Source: an optimization exercise on an open RTL-to-GDS flow (aim: small area, a short achievable clock period and few clock cycles per item). Production flows keep margins and buffers that such runs may drop.
In this exercise RTL edits were held to simulation tests only and were not proved equivalent to the original.

$ cat design.v
module rdmx_fifo #
(
    parameter FIFO_DEPTH  = 4,
    parameter TDATA_WIDTH = 16
)
(
    input                    clk,
    input                    resetn,
    input [TDATA_WIDTH-1:0]  s_axis_tdata,
    input                    s_axis_tvalid,
    output                   s_axis_tready,
    output [TDATA_WIDTH-1:0] m_axis_tdata,
    output                   m_axis_tvalid,
    input                    m_axis_tready
);
localparam PW = $clog2(FIFO_DEPTH);
reg [TDATA_WIDTH-1:0] mem[0:FIFO_DEPTH-1];
reg [PW:0] wr_ptr, rd_ptr;
wire empty = (wr_ptr == rd_ptr);
wire full  = (wr_ptr[PW-1:0] == rd_ptr[PW-1:0]) & (wr_ptr[PW] != rd_ptr[PW]);
assign s_axis_tready = resetn & ~full;
assign m_axis_tvalid = ~empty;
assign m_axis_tdata  = mem[rd_ptr[PW-1:0]];
always @(posedge clk) begin
    if (s_axis_tvalid & s_axis_tready) mem[wr_ptr[PW-1:0]] <= s_axis_tdata;
end
always @(posedge clk) begin
    if (resetn == 0) begin
        wr_ptr <= 0;
        rd_ptr <= 0;
    end else begin
        if (s_axis_tvalid & s_axis_tready) wr_ptr <= wr_ptr + 1;
        if (m_axis_tvalid & m_axis_tready) rd_ptr <= rd_ptr + 1;
    end
end
endmodule
module rdmx_xmit_fe # 
(
    parameter DATA_WBITS = 512,
    parameter ADDR_WBITS = 64
) 
(
    input clk, resetn,
    input[ADDR_WBITS-1:0]                   S_AXI_AWADDR,
    input                                   S_AXI_AWVALID,
    input[3:0]                              S_AXI_AWID,
    input[7:0]                              S_AXI_AWLEN,
    input[2:0]                              S_AXI_AWSIZE,
    input[1:0]                              S_AXI_AWBURST,
    input                                   S_AXI_AWLOCK,
    input[3:0]                              S_AXI_AWCACHE,
    input[3:0]                              S_AXI_AWQOS,
    input[2:0]                              S_AXI_AWPROT,
    output                                                  S_AXI_AWREADY,
    input[DATA_WBITS-1:0]                   S_AXI_WDATA,
    input[DATA_WBITS/8-1:0]                 S_AXI_WSTRB,
    input                                   S_AXI_WVALID,
    input                                   S_AXI_WLAST,
    output                                                  S_AXI_WREADY,
    output[1:0]                                             S_AXI_BRESP,
    output                                                  S_AXI_BVALID,
    input                                   S_AXI_BREADY,
    output [15:0]           AXIS_PLEN_TDATA,
    output                  AXIS_PLEN_TVALID,
    input                   AXIS_PLEN_TREADY,
    output [ADDR_WBITS-1:0] AXIS_ADDR_TDATA,
    output                  AXIS_ADDR_TVALID,
    input                   AXIS_ADDR_TREADY,
    output [DATA_WBITS-1:0] AXIS_DATA_TDATA,
    output                  AXIS_DATA_TLAST,
    output                  AXIS_DATA_TVALID,
    input                   AXIS_DATA_TREADY
);
reg[7:0] data_byte_count;
integer n;
always @*
begin
    data_byte_count = 0;  
    for (n=0;n<(DATA_WBITS/8);n=n+1) begin   
        data_byte_count = data_byte_count + S_AXI_WSTRB[n];
    end
end
reg[15:0] packet_size;
always @(posedge clk) begin
    if (resetn == 0) begin
        packet_size <= 0;
    end else if (S_AXI_WVALID & S_AXI_WREADY) begin
        if (S_AXI_WLAST == 0)
            packet_size <= packet_size + data_byte_count;
        else 
            packet_size <= 0;
    end
end
assign AXIS_ADDR_TDATA  = S_AXI_AWADDR;
assign AXIS_ADDR_TVALID = S_AXI_AWVALID;
assign S_AXI_AWREADY    = AXIS_ADDR_TREADY;
assign AXIS_DATA_TDATA  = S_AXI_WDATA;
assign AXIS_DATA_TLAST  = S_AXI_WLAST;
assign AXIS_DATA_TVALID = S_AXI_WVALID;
assign S_AXI_WREADY     = AXIS_DATA_TREADY;
assign AXIS_PLEN_TDATA  = packet_size + data_byte_count;
assign AXIS_PLEN_TVALID = AXIS_DATA_TVALID & AXIS_DATA_TREADY & AXIS_DATA_TLAST;
reg[63:0] transactions_rcvd, transactions_resp;
always @(posedge clk) begin
    if (resetn == 0)
        transactions_rcvd <= 0;
    else if (S_AXI_WVALID & S_AXI_WREADY & S_AXI_WLAST)
        transactions_rcvd <= transactions_rcvd + 1;
end
assign S_AXI_BRESP = 0;
assign S_AXI_BVALID = (resetn == 1 && transactions_resp < transactions_rcvd);
always @(posedge clk) begin
    if (resetn == 0) 
        transactions_resp <= 0;
    else if (S_AXI_BVALID & S_AXI_BREADY)
        transactions_resp <= transactions_resp + 1;
end
endmodule
module rdmx_xmit_be # 
(
    parameter FIFO_CLOCK_MODE = "common_clock",
    parameter DATA_WBITS = 512,
    parameter ADDR_WBITS = 64,
    parameter[ 7:0] SRC_MAC = 2,    
    parameter[ 7:0] SRC_IP0 = 10,
    parameter[ 7:0] SRC_IP1 = 1,
    parameter[ 7:0] SRC_IP2 = 1,
    parameter[ 7:0] SRC_IP3 = 2,
    parameter[ 7:0] DST_IP0 = 10,
    parameter[ 7:0] DST_IP1 = 1,
    parameter[ 7:0] DST_IP2 = 1,
    parameter[ 7:0] DST_IP3 = 255,
    parameter[15:0] SOURCE_PORT = 1000,
    parameter[15:0] REMOTE_SERVER_PORT = 32002,
    parameter MAX_PACKET_COUNT = 4,
    parameter DATA_FIFO_DEPTH = 4
) 
(
    input src_clk,
    input src_resetn,
    input dst_clk,
    input  [15:0]           AXIS_PLEN_TDATA,
    input                   AXIS_PLEN_TVALID,
    output                  AXIS_PLEN_TREADY,
    input  [ADDR_WBITS-1:0] AXIS_ADDR_TDATA,
    input                   AXIS_ADDR_TVALID,
    output                  AXIS_ADDR_TREADY,
    input  [DATA_WBITS-1:0] AXIS_DATA_TDATA,
    input                   AXIS_DATA_TLAST,
    input                   AXIS_DATA_TVALID,
    output                  AXIS_DATA_TREADY,
    output [DATA_WBITS-1:0]   AXIS_TX_TDATA,
    output [DATA_WBITS/8-1:0] AXIS_TX_TKEEP,
    output                    AXIS_TX_TLAST,
    output                    AXIS_TX_TVALID,
    input                     AXIS_TX_TREADY,
    output packet_data_fifo_full
);
localparam REMAINDER_MASK = (1 << $clog2(DATA_WBITS/8)) - 1;
wire dst_resetn;
reg[3:0] dst_reset_sync;
always @(posedge dst_clk) begin
    if (src_resetn == 0)
        dst_reset_sync <= 0;
    else
        dst_reset_sync <= {dst_reset_sync[2:0], 1'b1};
end
assign dst_resetn = src_resetn & dst_reset_sync[3];
wire[DATA_WBITS-1:0]   fpdout_tdata;
wire                   fpdout_tvalid;
wire                   fpdout_tlast;
wire                   fpdout_tready;
reg [15:0] fplout_tdata_latched;
wire[15:0] fplout_tdata;
wire       fplout_tvalid;
wire       fplout_tready;
wire[15:0] payload_length = (fplout_tvalid & fplout_tready) ? fplout_tdata : fplout_tdata_latched;
reg [ADDR_WBITS-1:0] ftaout_tdata_latched;
wire[ADDR_WBITS-1:0] ftaout_tdata;
wire                 ftaout_tvalid;
reg                  ftaout_tready;
localparam IP_HDR_LEN = 20;
localparam UDP_HDR_LEN = 8;
localparam RDMX_HDR_LEN = 22;
reg[1:0] fsm_state;
localparam[47:0] eth_dst_mac    = {48'hFFFFFFFFFFFF};
localparam[47:0] eth_src_mac    = {40'hC400AD0000, SRC_MAC};
localparam[15:0] eth_frame_type = 16'h0800;
localparam[15:0] ip4_ver_dsf    = 16'h4500;
localparam[15:0] ip4_id         = 16'hDEAD;
localparam[15:0] ip4_flags      = 16'h4000;
localparam[15:0] ip4_ttl_prot   = 16'h4011;
localparam[15:0] ip4_srcip_h    = {SRC_IP0, SRC_IP1};
localparam[15:0] ip4_srcip_l    = {SRC_IP2, SRC_IP3};
localparam[15:0] ip4_dstip_h    = {DST_IP0, DST_IP1};
localparam[15:0] ip4_dstip_l    = {DST_IP2, DST_IP3};
localparam[15:0] udp_src_port   = SOURCE_PORT;
localparam[15:0] udp_dst_port   = REMOTE_SERVER_PORT;
localparam[15:0] udp_checksum   = 0;
localparam[15:0] rdmx_magic = 16'h0122;
localparam[12*8-1:0] rdmx_reserved   = 0;
wire[15:0]       ip4_length     = IP_HDR_LEN + UDP_HDR_LEN + RDMX_HDR_LEN + payload_length;
wire[15:0]       udp_length     =              UDP_HDR_LEN + RDMX_HDR_LEN + payload_length;
wire[31:0] ip4_cs32 = ip4_ver_dsf
                    + ip4_id
                    + ip4_flags
                    + ip4_ttl_prot
                    + ip4_srcip_h
                    + ip4_srcip_l
                    + ip4_dstip_h
                    + ip4_dstip_l
                    + ip4_length;
wire[15:0] ip4_checksum = ~(ip4_cs32[15:0] + ip4_cs32[31:16]);
wire[ADDR_WBITS-1:0] rdmx_target_addr = (ftaout_tready & ftaout_tvalid) ?
                                        ftaout_tdata : ftaout_tdata_latched;
wire[DATA_WBITS-1:0] pkt_header =
{
    eth_dst_mac,
    eth_src_mac,
    eth_frame_type,
    ip4_ver_dsf,
    ip4_length,
    ip4_id,
    ip4_flags,
    ip4_ttl_prot,
    ip4_checksum,
    ip4_srcip_h,
    ip4_srcip_l,
    ip4_dstip_h,
    ip4_dstip_l,
    udp_src_port,
    udp_dst_port,
    udp_length,
    udp_checksum,
    rdmx_magic,
    rdmx_target_addr,
    rdmx_reserved
};
wire[DATA_WBITS-1:0] pkt_header_le;
genvar i;
for (i=0; i<(DATA_WBITS/8); i=i+1) begin
    assign pkt_header_le[i*8 +:8] = pkt_header[(DATA_WBITS/8-1-i)*8 +:8];
end 
wire[ 7:0] extra_bytes  = (payload_length & REMAINDER_MASK);
assign AXIS_TX_TDATA = (fsm_state == 1) ? pkt_header_le
                     : (fsm_state == 2) ? fpdout_tdata
                     : 0;
assign AXIS_TX_TLAST = (fsm_state == 2 & fpdout_tlast);
assign AXIS_TX_TKEEP = (AXIS_TX_TLAST & (extra_bytes != 0)) ? (1 << extra_bytes)-1 : -1;
assign AXIS_TX_TVALID = (fsm_state == 1) ? (fplout_tvalid & fplout_tready)
                      : (fsm_state == 2) ? fpdout_tvalid
                      : 0;
assign fpdout_tready  = (fsm_state == 2 & AXIS_TX_TREADY);
assign packet_data_fifo_full = AXIS_DATA_TVALID & ~AXIS_DATA_TREADY;
assign fplout_tready = (dst_resetn == 1 & fsm_state == 1 & AXIS_TX_TREADY);
always @(posedge dst_clk) begin
    if (dst_resetn == 0) begin
        ftaout_tready  <= 0;
        fsm_state      <= 0;
    end else case(fsm_state) 
        0:  begin
                ftaout_tready <= 1;
                fsm_state     <= 1;
            end
        1:  begin
                if (ftaout_tready & ftaout_tvalid) begin
                    ftaout_tdata_latched <= ftaout_tdata;
                    ftaout_tready        <= 0;                     
                end
                if (fplout_tready & fplout_tvalid) begin
                    fplout_tdata_latched <= fplout_tdata;
                    fsm_state            <= 2;
                end
            end
        2:  if (fpdout_tvalid & fpdout_tready & fpdout_tlast) begin
                ftaout_tready <= 1;
                fsm_state     <= 1;
            end
    endcase
end
rdmx_fifo #
(
   .FIFO_DEPTH      (DATA_FIFO_DEPTH),
   .TDATA_WIDTH     (DATA_WBITS + 1)
)
packet_data_fifo
(
   .clk      (src_clk   ),
   .resetn   (src_resetn),
   .s_axis_tdata ({AXIS_DATA_TLAST, AXIS_DATA_TDATA}),
   .s_axis_tvalid(AXIS_DATA_TVALID),
   .s_axis_tready(AXIS_DATA_TREADY),
   .m_axis_tdata ({fpdout_tlast, fpdout_tdata}),
   .m_axis_tvalid(fpdout_tvalid),
   .m_axis_tready(fpdout_tready)
);
rdmx_fifo #
(
   .FIFO_DEPTH      (MAX_PACKET_COUNT),
   .TDATA_WIDTH     (16)
)
packet_length_fifo
(
   .clk      (src_clk   ),
   .resetn   (src_resetn),
   .s_axis_tdata (AXIS_PLEN_TDATA ),
   .s_axis_tvalid(AXIS_PLEN_TVALID),
   .s_axis_tready(AXIS_PLEN_TREADY),
   .m_axis_tdata (fplout_tdata ),
   .m_axis_tvalid(fplout_tvalid),
   .m_axis_tready(fplout_tready)
);
rdmx_fifo #
(
   .FIFO_DEPTH      (MAX_PACKET_COUNT),
   .TDATA_WIDTH     (ADDR_WBITS)
)
rdmx_addr_fifo
(
   .clk      (src_clk   ),
   .resetn   (src_resetn),
   .s_axis_tdata (AXIS_ADDR_TDATA ),
   .s_axis_tvalid(AXIS_ADDR_TVALID),
   .s_axis_tready(AXIS_ADDR_TREADY),
   .m_axis_tdata (ftaout_tdata ),
   .m_axis_tvalid(ftaout_tvalid),
   .m_axis_tready(ftaout_tready)
);
endmodule
module rdmx_xmit #
(
    parameter DATA_WBITS = 512,
    parameter ADDR_WBITS = 64,
    parameter FIFO_CLOCK_MODE = "common_clock",
    parameter[ 7:0] SRC_MAC = 2,    
    parameter[ 7:0] SRC_IP0 = 10,
    parameter[ 7:0] SRC_IP1 = 1,
    parameter[ 7:0] SRC_IP2 = 1,
    parameter[ 7:0] SRC_IP3 = 2,
    parameter[ 7:0] DST_IP0 = 10,
    parameter[ 7:0] DST_IP1 = 1,
    parameter[ 7:0] DST_IP2 = 1,
    parameter[ 7:0] DST_IP3 = 255,
    parameter[15:0] SOURCE_PORT = 1000,
    parameter[15:0] REMOTE_SERVER_PORT = 32002,
    parameter MAX_PACKET_COUNT = 4,
    parameter DATA_FIFO_DEPTH = 4
) 
(
    input src_clk,
    input src_resetn,
    input[ADDR_WBITS-1:0]                   S_AXI_AWADDR,
    input                                   S_AXI_AWVALID,
    input[3:0]                              S_AXI_AWID,
    input[7:0]                              S_AXI_AWLEN,
    input[2:0]                              S_AXI_AWSIZE,
    input[1:0]                              S_AXI_AWBURST,
    input                                   S_AXI_AWLOCK,
    input[3:0]                              S_AXI_AWCACHE,
    input[3:0]                              S_AXI_AWQOS,
    input[2:0]                              S_AXI_AWPROT,
    output                                                  S_AXI_AWREADY,
    input[DATA_WBITS-1:0]                   S_AXI_WDATA,
    input[DATA_WBITS/8-1:0]                 S_AXI_WSTRB,
    input                                   S_AXI_WVALID,
    input                                   S_AXI_WLAST,
    output                                                  S_AXI_WREADY,
    output[1:0]                                             S_AXI_BRESP,
    output                                                  S_AXI_BVALID,
    input                                   S_AXI_BREADY,
    output [DATA_WBITS-1:0]   AXIS_TX_TDATA,
    output [DATA_WBITS/8-1:0] AXIS_TX_TKEEP,
    output                    AXIS_TX_TLAST,
    output                    AXIS_TX_TVALID,
    input                     AXIS_TX_TREADY,
    output packet_data_fifo_full
);
wire [15:0]           AXIS_PLEN_TDATA;
wire                  AXIS_PLEN_TVALID;
wire                  AXIS_PLEN_TREADY;
wire [ADDR_WBITS-1:0] AXIS_ADDR_TDATA;
wire                  AXIS_ADDR_TVALID;
wire                  AXIS_ADDR_TREADY;
wire [DATA_WBITS-1:0] AXIS_DATA_TDATA;
wire                  AXIS_DATA_TLAST;
wire                  AXIS_DATA_TVALID;
wire                  AXIS_DATA_TREADY;
rdmx_xmit_fe #
(
    .DATA_WBITS(DATA_WBITS),
    .ADDR_WBITS(ADDR_WBITS)
)
front_end
(
    .clk    (src_clk),
    .resetn (src_resetn),
    .S_AXI_AWADDR   (S_AXI_AWADDR ),                  
    .S_AXI_AWVALID  (S_AXI_AWVALID),   
    .S_AXI_AWID     (S_AXI_AWID   ),
    .S_AXI_AWLEN    (S_AXI_AWLEN  ),   
    .S_AXI_AWSIZE   (S_AXI_AWSIZE ), 
    .S_AXI_AWBURST  (S_AXI_AWBURST),
    .S_AXI_AWLOCK   (S_AXI_AWLOCK ),       
    .S_AXI_AWCACHE  (S_AXI_AWCACHE),         
    .S_AXI_AWQOS    (S_AXI_AWQOS  ),       
    .S_AXI_AWPROT   (S_AXI_AWPROT ),
    .S_AXI_AWREADY  (S_AXI_AWREADY),
    .S_AXI_WDATA    (S_AXI_WDATA  ),
    .S_AXI_WSTRB    (S_AXI_WSTRB  ),
    .S_AXI_WVALID   (S_AXI_WVALID ),
    .S_AXI_WLAST    (S_AXI_WLAST  ),
    .S_AXI_WREADY   (S_AXI_WREADY ),
    .S_AXI_BRESP    (S_AXI_BRESP  ),
    .S_AXI_BVALID   (S_AXI_BVALID ),
    .S_AXI_BREADY   (S_AXI_BREADY ),
    .AXIS_PLEN_TDATA    (AXIS_PLEN_TDATA ),
    .AXIS_PLEN_TVALID   (AXIS_PLEN_TVALID),
    .AXIS_PLEN_TREADY   (AXIS_PLEN_TREADY),
    .AXIS_ADDR_TDATA    (AXIS_ADDR_TDATA ),
    .AXIS_ADDR_TVALID   (AXIS_ADDR_TVALID),
    .AXIS_ADDR_TREADY   (AXIS_ADDR_TREADY),
    .AXIS_DATA_TDATA    (AXIS_DATA_TDATA ),
    .AXIS_DATA_TLAST    (AXIS_DATA_TLAST ),
    .AXIS_DATA_TVALID   (AXIS_DATA_TVALID),
    .AXIS_DATA_TREADY   (AXIS_DATA_TREADY)
);
rdmx_xmit_be #
(
    .DATA_WBITS          (DATA_WBITS        ),
    .ADDR_WBITS          (ADDR_WBITS        ),
    .FIFO_CLOCK_MODE     (FIFO_CLOCK_MODE   ),
    .SRC_MAC             (SRC_MAC           ),
    .SRC_IP0             (SRC_IP0           ),
    .SRC_IP1             (SRC_IP1           ),
    .SRC_IP2             (SRC_IP2           ),
    .SRC_IP3             (SRC_IP3           ),
    .DST_IP0             (DST_IP0           ),
    .DST_IP1             (DST_IP1           ),
    .DST_IP2             (DST_IP2           ),
    .DST_IP3             (DST_IP3           ),
    .SOURCE_PORT         (SOURCE_PORT       ),
    .REMOTE_SERVER_PORT  (REMOTE_SERVER_PORT),
    .MAX_PACKET_COUNT    (MAX_PACKET_COUNT  ),
    .DATA_FIFO_DEPTH     (DATA_FIFO_DEPTH   )
)
back_end
(
    .src_clk            (src_clk),
    .src_resetn         (src_resetn),
    .dst_clk            (src_clk),
    .AXIS_PLEN_TDATA    (AXIS_PLEN_TDATA ),
    .AXIS_PLEN_TVALID   (AXIS_PLEN_TVALID),
    .AXIS_PLEN_TREADY   (AXIS_PLEN_TREADY),
    .AXIS_ADDR_TDATA    (AXIS_ADDR_TDATA ),
    .AXIS_ADDR_TVALID   (AXIS_ADDR_TVALID),
    .AXIS_ADDR_TREADY   (AXIS_ADDR_TREADY),
    .AXIS_DATA_TDATA    (AXIS_DATA_TDATA ),
    .AXIS_DATA_TLAST    (AXIS_DATA_TLAST ),
    .AXIS_DATA_TVALID   (AXIS_DATA_TVALID),
    .AXIS_DATA_TREADY   (AXIS_DATA_TREADY),
    .AXIS_TX_TDATA      (AXIS_TX_TDATA   ),
    .AXIS_TX_TKEEP      (AXIS_TX_TKEEP   ),
    .AXIS_TX_TLAST      (AXIS_TX_TLAST   ),
    .AXIS_TX_TVALID     (AXIS_TX_TVALID  ),
    .AXIS_TX_TREADY     (AXIS_TX_TREADY  ),
    .packet_data_fifo_full(packet_data_fifo_full)
);
endmodule
$ cat run.sh
#!/bin/bash
# synth_recipe.tcl (not shown) runs the flow's synth.tcl, then flattens the netlist and writes it again
# the make line also repeats each setting of config.mk as NAME=value (left out here)
make -C /OpenROAD-flow-scripts/flow DESIGN_CONFIG=/design/flow/config.mk WORK_HOME=/design/flow/orfs CLKGATE_MAP_FILE= SYNTH_SCRIPT=/design/flow/synth_recipe.tcl finish
$ cat config.mk
export PLATFORM = sky130hd
export DESIGN_NAME = rdmx_xmit
export DESIGN_NICKNAME = rdmx_xmit
export VERILOG_FILES = /design/flow/design.v
export SDC_FILE = /design/flow/constraint.sdc
export NUM_CORES = 4
export LEC_CHECK = 0
export CAP_MARGIN = 20
export CORE_AREA = 5 5 795 795
export DIE_AREA = 0 0 800 800
export PLACE_DENSITY = 0.5
export SETUP_SLACK_MARGIN = 0.5
export SLEW_MARGIN = 20
$ cat constraint.sdc
create_clock -name core_clock -period 10.0 [get_ports {src_clk}]
set_input_delay 2.0000 -clock core_clock [delete_from_list [all_inputs] [get_ports {src_clk}]]
set_output_delay 2.0000 -clock core_clock [all_outputs]
set_load 0.01 [all_outputs]
==> summary.txt <==
# TYPE chip_impl_metric gauge
chip_impl_metric{name="die_width",unit="um"} 800
chip_impl_metric{name="cts_hold_buffers",unit=""} 0
chip_impl_metric{name="worst_slack",unit="ns"} 0.6959
chip_impl_metric{name="drcViolationCount",unit=""} 0
chip_impl_metric{name="numClockSinks",unit=""} 2627
chip_impl_metric{name="overflow",unit=""} 0
chip_impl_metric{name="cp_num_buf_inv",unit=""} 6
chip_impl_metric{name="via_count",unit=""} 59517
chip_impl_metric{name="grt_pass1_wl",unit="um"} 502500
chip_impl_metric{name="cp.required",unit="ns"} 8.00
chip_impl_metric{name="cts.path.max_buffers",unit=""} 4
chip_impl_info{name="worstSetupPathType",value="in -> out"} 1
chip_impl_metric{name="clock_insertion_delay_worst_skew",unit="ns"} 1.00
chip_impl_info{name="top_cells_by_area_synth",value="edfxtp_1 (69%), mux4_2 (12%), dfxtp_1 (3.3%)"} 1
chip_impl_metric{name="timing.final.hold_violations",unit=""} 0
chip_impl_metric{name="setup_total_negative_slack",unit="ns"} 0
chip_impl_metric{name="worst_setup_hold_path_clk_slew",unit="ns"} 0.06
chip_impl_metric{name="design_area",unit="sq um"} 140700
chip_impl_info{name="crit_slowest_cell",value="clkdlybuf4s50_1"} 1
chip_impl_metric{name="summed_instance_area_of_the_synthesized_netlist",unit="sq um"} 107300
chip_impl_metric{name="final-max-slew-violation-count",unit=""} 0
chip_impl_metric{name="detail_route.vias_per_cell",unit=""} 3.726
chip_impl_metric{name="dieHeight",unit="um"} 800
chip_impl_info{name="status",value="complete, no violations"} 1
chip_impl_metric{name="report.final.setup_viol",unit=""} 0
chip_impl_metric{name="period_needed",unit="ns"} 9.304
chip_impl_metric{name="std_cell_rows",unit=""} 290
chip_impl_metric{name="total_power",unit="mW"} 29.01
chip_impl_metric{name="htree_levels",unit=""} 5
chip_impl_metric{name="nets",unit=""} 8228
chip_impl_metric{name="synthDominantCellAreaShare",unit=""} 0.6864
chip_impl_metric{name="sum_of_net_half_perimeters_after_detailed_placement",unit="um"} 261000
chip_impl_metric{name="final_antenna_net_count",unit=""} 0
chip_impl_metric{name="grt_antenna_before_repair",unit=""} 169
chip_impl_metric{name="worstPathMaxFanout",unit=""} 12
chip_impl_metric{name="grt_pass1_vias",unit=""} 61684
chip_impl_metric{name="synthDistinctLibCells",unit=""} 83
chip_impl_metric{name="grt_use_total",unit=""} 0.1097
chip_impl_metric{name="yosys_warnings",unit=""} 5
chip_impl_metric{name="placedInstanceArea",unit="sq um"} 130800
chip_impl_metric{name="dr.pass1.iters",unit=""} 8
chip_impl_metric{name="power.density_cell_area",unit="nW/um^2"} 206.2
chip_impl_metric{name="grt_start_max_net_pins",unit=""} 122
chip_impl_metric{name="fp.coreArea",unit="sq um"} 623000
chip_impl_metric{name="final_util",unit=""} 0.2258
chip_impl_metric{name="holdWs",unit="ns"} 0.4267
chip_impl_metric{name="timing.slew.headroom",unit=""} 0.2717
chip_impl_metric{name="detail_route.wl_per_cell",unit="um"} 22.95
chip_impl_metric{name="wirelength",unit="um"} 366600
chip_impl_metric{name="gp_congestion",unit=""} 0.8258
chip_impl_metric{name="pre_cts_ws",unit="ns"} -0.2437
chip_impl_metric{name="start_util",unit=""} 0.1722
chip_impl_metric{name="crit_arrival",unit="ns"} 7.30
chip_impl_metric{name="final.period_utilization",unit=""} 0.9304
chip_impl_metric{name="synthesis.instances",unit=""} 5932
chip_impl_metric{name="max_freq",unit="GHz"} 0.1075
chip_impl_info{name="tritoncts",value="yes"} 1
chip_impl_metric{name="vdd_ir_drop_max",unit="uV"} 740.5
chip_impl_info{name="kind_of_cell_adding_the_most_delay_to_the_critical_path",value="compound AO/OA/AOI/OAI gates"} 1
chip_impl_info{name="root_buffer",value="clkbuf_16"} 1
chip_impl_info{name="dominantRegCellSynth",value="edfxtp_1"} 1
chip_impl_info{name="critical_path.cell_chain",value="dlymetal6s2s_1 -> and4b_4 -> buf_6 -> o311ai_4 -> buf_4 -> mux2_2 -> or4_4 -> a211o_1 -> a21oi_2 -> o21ai_1 -> a2111oi_4 -> o21a_1 -> ha_1 -> fa_2 -> nand2b_1 -> nor4_2 -> buf_4 -> buf_4 -> xor2_1 -> o21ai_0 -> clkdlybuf4s50_1"} 1
chip_impl_metric{name="fillerInstances",unit=""} 64941
chip_impl_info{name="synth_top_area_cell",value="edfxtp_1"} 1
chip_impl_metric{name="instances_no_fill",unit=""} 15973
chip_impl_metric{name="final.setup_skew",unit="ns"} 0.1249
chip_impl_metric{name="boundaryPins",unit=""} 1260
chip_impl_metric{name="die_area",unit="sq um"} 640000
chip_impl_info{name="timing.critical_path.mode_cell",value="buf_4"} 1
chip_impl_metric{name="number_of_buffers_inserted_by_port_buffering",unit=""} 1227
chip_impl_metric{name="leakage_power",unit="nW"} 43.99
chip_impl_metric{name="drv.max_cap_violation_count",unit=""} 0
chip_impl_info{name="setup.worst_path.end_class",value="output pin"} 1
chip_impl_metric{name="dp.cells",unit=""} 15384
chip_impl_metric{name="flow.area_growth_from_synthesis",unit="%"} 31.15
chip_impl_info{name="startpoint_type",value="input pin"} 1
chip_impl_info{name="hold_path_class",value="reg -> reg"} 1
chip_impl_metric{name="post_route_cells_drive_above_1_share",unit=""} 0.1791
chip_impl_metric{name="drt-initial-drc-count",unit=""} 3939
chip_impl_metric{name="worst_slew_pin_slew",unit="ns"} 1.092
chip_impl_metric{name="post_synth_edffs",unit=""} 2452
chip_impl_info{name="rsz0062_at_grt",value="false"} 1
chip_impl_metric{name="synthArstFlopShare",unit=""} 0
chip_impl_metric{name="mean_instance_size_in_the_synthesized_netlist",unit="sq um"} 18.08
chip_impl_metric{name="cp_slowest_stage_delay",unit="ns"} 0.69
chip_impl_metric{name="seq_area_frac_synth",unit=""} 0.7191
chip_impl_metric{name="yosys_register_bits",unit=""} 2627
chip_impl_metric{name="cts_buffers",unit=""} 309
[logic make-up after synthesis]
kind of cell | Yosys count | synth area share
flip-flops | 2627 | 0.7191
AND/OR/NAND/NOR | 1284 | 0.06012
multiplexers | 691 | 0.1347
AO/OA/AOI/OAI | 501 | 0.03087
buffers and inverters | 487 | 0.01738
adder cells (fa/ha/maj) | 171 | 0.02387
XOR/XNOR | 169 | 0.01387
other | 2 | 0.00007001
[cells in the mapped netlist (72+ instances only)]
cell type	n
ha_1	115
xnor2_1	126
mux4_2	593
nand2_1	444
edfxtp_1	2452
o21ai_0	114
nor2_1	184
and2_1	314
clkbuf_1	197
nand3_1	80
a21oi_1	133
inv_1	184
mux2_2	72
dfxtp_1	175
buf_1	86
[routing by layer]
metal	track usage	routed length, um
met5	0	182
met3	0.03060	24730
met1	0.1242	139300
met4	0.02765	9573
met2	0.2019	192800
[layout by cell type (no fill, tap or decap), drive strengths merged, types with 6 or more instances in the layout]
master / count
o21ai: 120
fa: 56
nor2: 184
nand2: 444
mux2: 72
clkdlybuf4s50: 1220
diode: 29
mux4: 593
nand2b: 19
a22o: 71
xor2: 42
buf: 212
a21o: 46
o211ai: 15
a31oi: 10
and2: 314
o31ai: 37
o311ai: 8
nor4: 14
nor2b: 14
nor3: 48
and4: 6
mux2i: 26
and3: 36
ha: 115
a21oi: 133
bufinv: 15
o21a: 6
nand3: 81
clkinv: 137
dfxtp: 175
nand4: 34
a22oi: 14
or4: 31
edfxtp: 2452
or3: 43
or2: 7
clkbuf: 379
xnor2: 127
inv: 205
[registers in the layout, summed over array words and instances (netlist names), named ones only]
name	cells
back_end.rdmx_addr_fifo.wr_ptr	3
front_end.transactions_rcvd	64
back_end.packet_length_fifo.rd_ptr	3
back_end.ftaout_tdata_latched	64
back_end.packet_data_fifo.mem	2052
back_end.fplout_tdata_latched	16
back_end.fsm_state	2
back_end.packet_data_fifo.rd_ptr	3
front_end.transactions_resp	64
front_end.packet_size	16
back_end.packet_length_fifo.mem	64
back_end.rdmx_addr_fifo.rd_ptr	3
back_end.dst_reset_sync	4
back_end.packet_length_fifo.wr_ptr	3
back_end.ftaout_tready	1
back_end.packet_data_fifo.wr_ptr	3
back_end.rdmx_addr_fifo.mem	256
[cell type report]
class                   instances  area, sq um  area share
clock inverters               173         1525     0.01084
diodes                         29        72.57   0.0005158
flip-flops and latches       2627        77150      0.5484
well taps                    8322        10410     0.07401
multi-input cells            2819        28550      0.2029
clock buffers                 379         8059     0.05729
repair buffers               1436        14210      0.1010
inverters                     188        708.2    0.005034
[worst register-to-register path: stages, from the launching register on]
cell	delay, ns
dfxtp_1	0.46
and4_4	0.32
nand4_4	0.13
nor4_4	0.37
nand4_2	0.22
or3_1	0.52
or3_4	0.45
nor3_4	0.55
nand4_1	0.62
nor4_1	0.62
mux2i_1	0.22
[repair_timing]
action | CTS | global route
setup buffers | 3 | 4
cloned | 0 | 0
pin swaps | 4 | 14
gates resized for setup | 9 | 32
setup endpoints to repair | 9 | 34
[worst paths after layout]
path | start | end | cells after the start | slack (ns)
worst min-delay path | back_end.dst_reset_sync[0]$_DFF_P_ | back_end.dst_reset_sync[1]$_SDFF_PN0_ | 1 | 0.43
worst min register to register | back_end.dst_reset_sync[0]$_DFF_P_ | back_end.dst_reset_sync[1]$_SDFF_PN0_ | 1 | 0.43
worst max-delay path | src_resetn | AXIS_TX_TDATA[206] | 21 | 0.70
worst max register to register | front_end.transactions_resp[4]$_SDFFE_PN0P_ | front_end.transactions_resp[63]$_SDFFE_PN0P_ | 10 | 5.45
[power by group]
part / switching (mW) / internal [mW]
Sequential: 0.0599 / 12.9
Clock: 4.62 / 6.16
Combinational: 2.93 / 2.38
Total: 7.61 / 21.4
Testbench counts, summed over its fixed seeds: cycles 5,918, packets 1,600.

re-timing with driven ports:
Ports are ideal in the flow. The routed layout listed here was re-timed in OpenROAD.
Step 1 sets driving cells, clkbuf_16 on the clock port and buf_2 on the other inputs (assumed; they add their load-dependent delay and slew).
Step 2, shift: input delay + t, output delay - t, t = (earliest + latest rising clock arrival at the registers) / 2. This alone moves slack from input paths to output paths.
Three values: ideal, step 1, step 2; two values: the first two.
shift t [ns]: 1.038
setup slack, ns: 0.696 / 0.610 / -0.110
cell pins on the clock port's net: 1
With both steps, setup timing fails in this run, where it was met with ideal ports. The setup slack of this run moves by -0.086 ns with the drivers and by -0.806 ns with both steps.
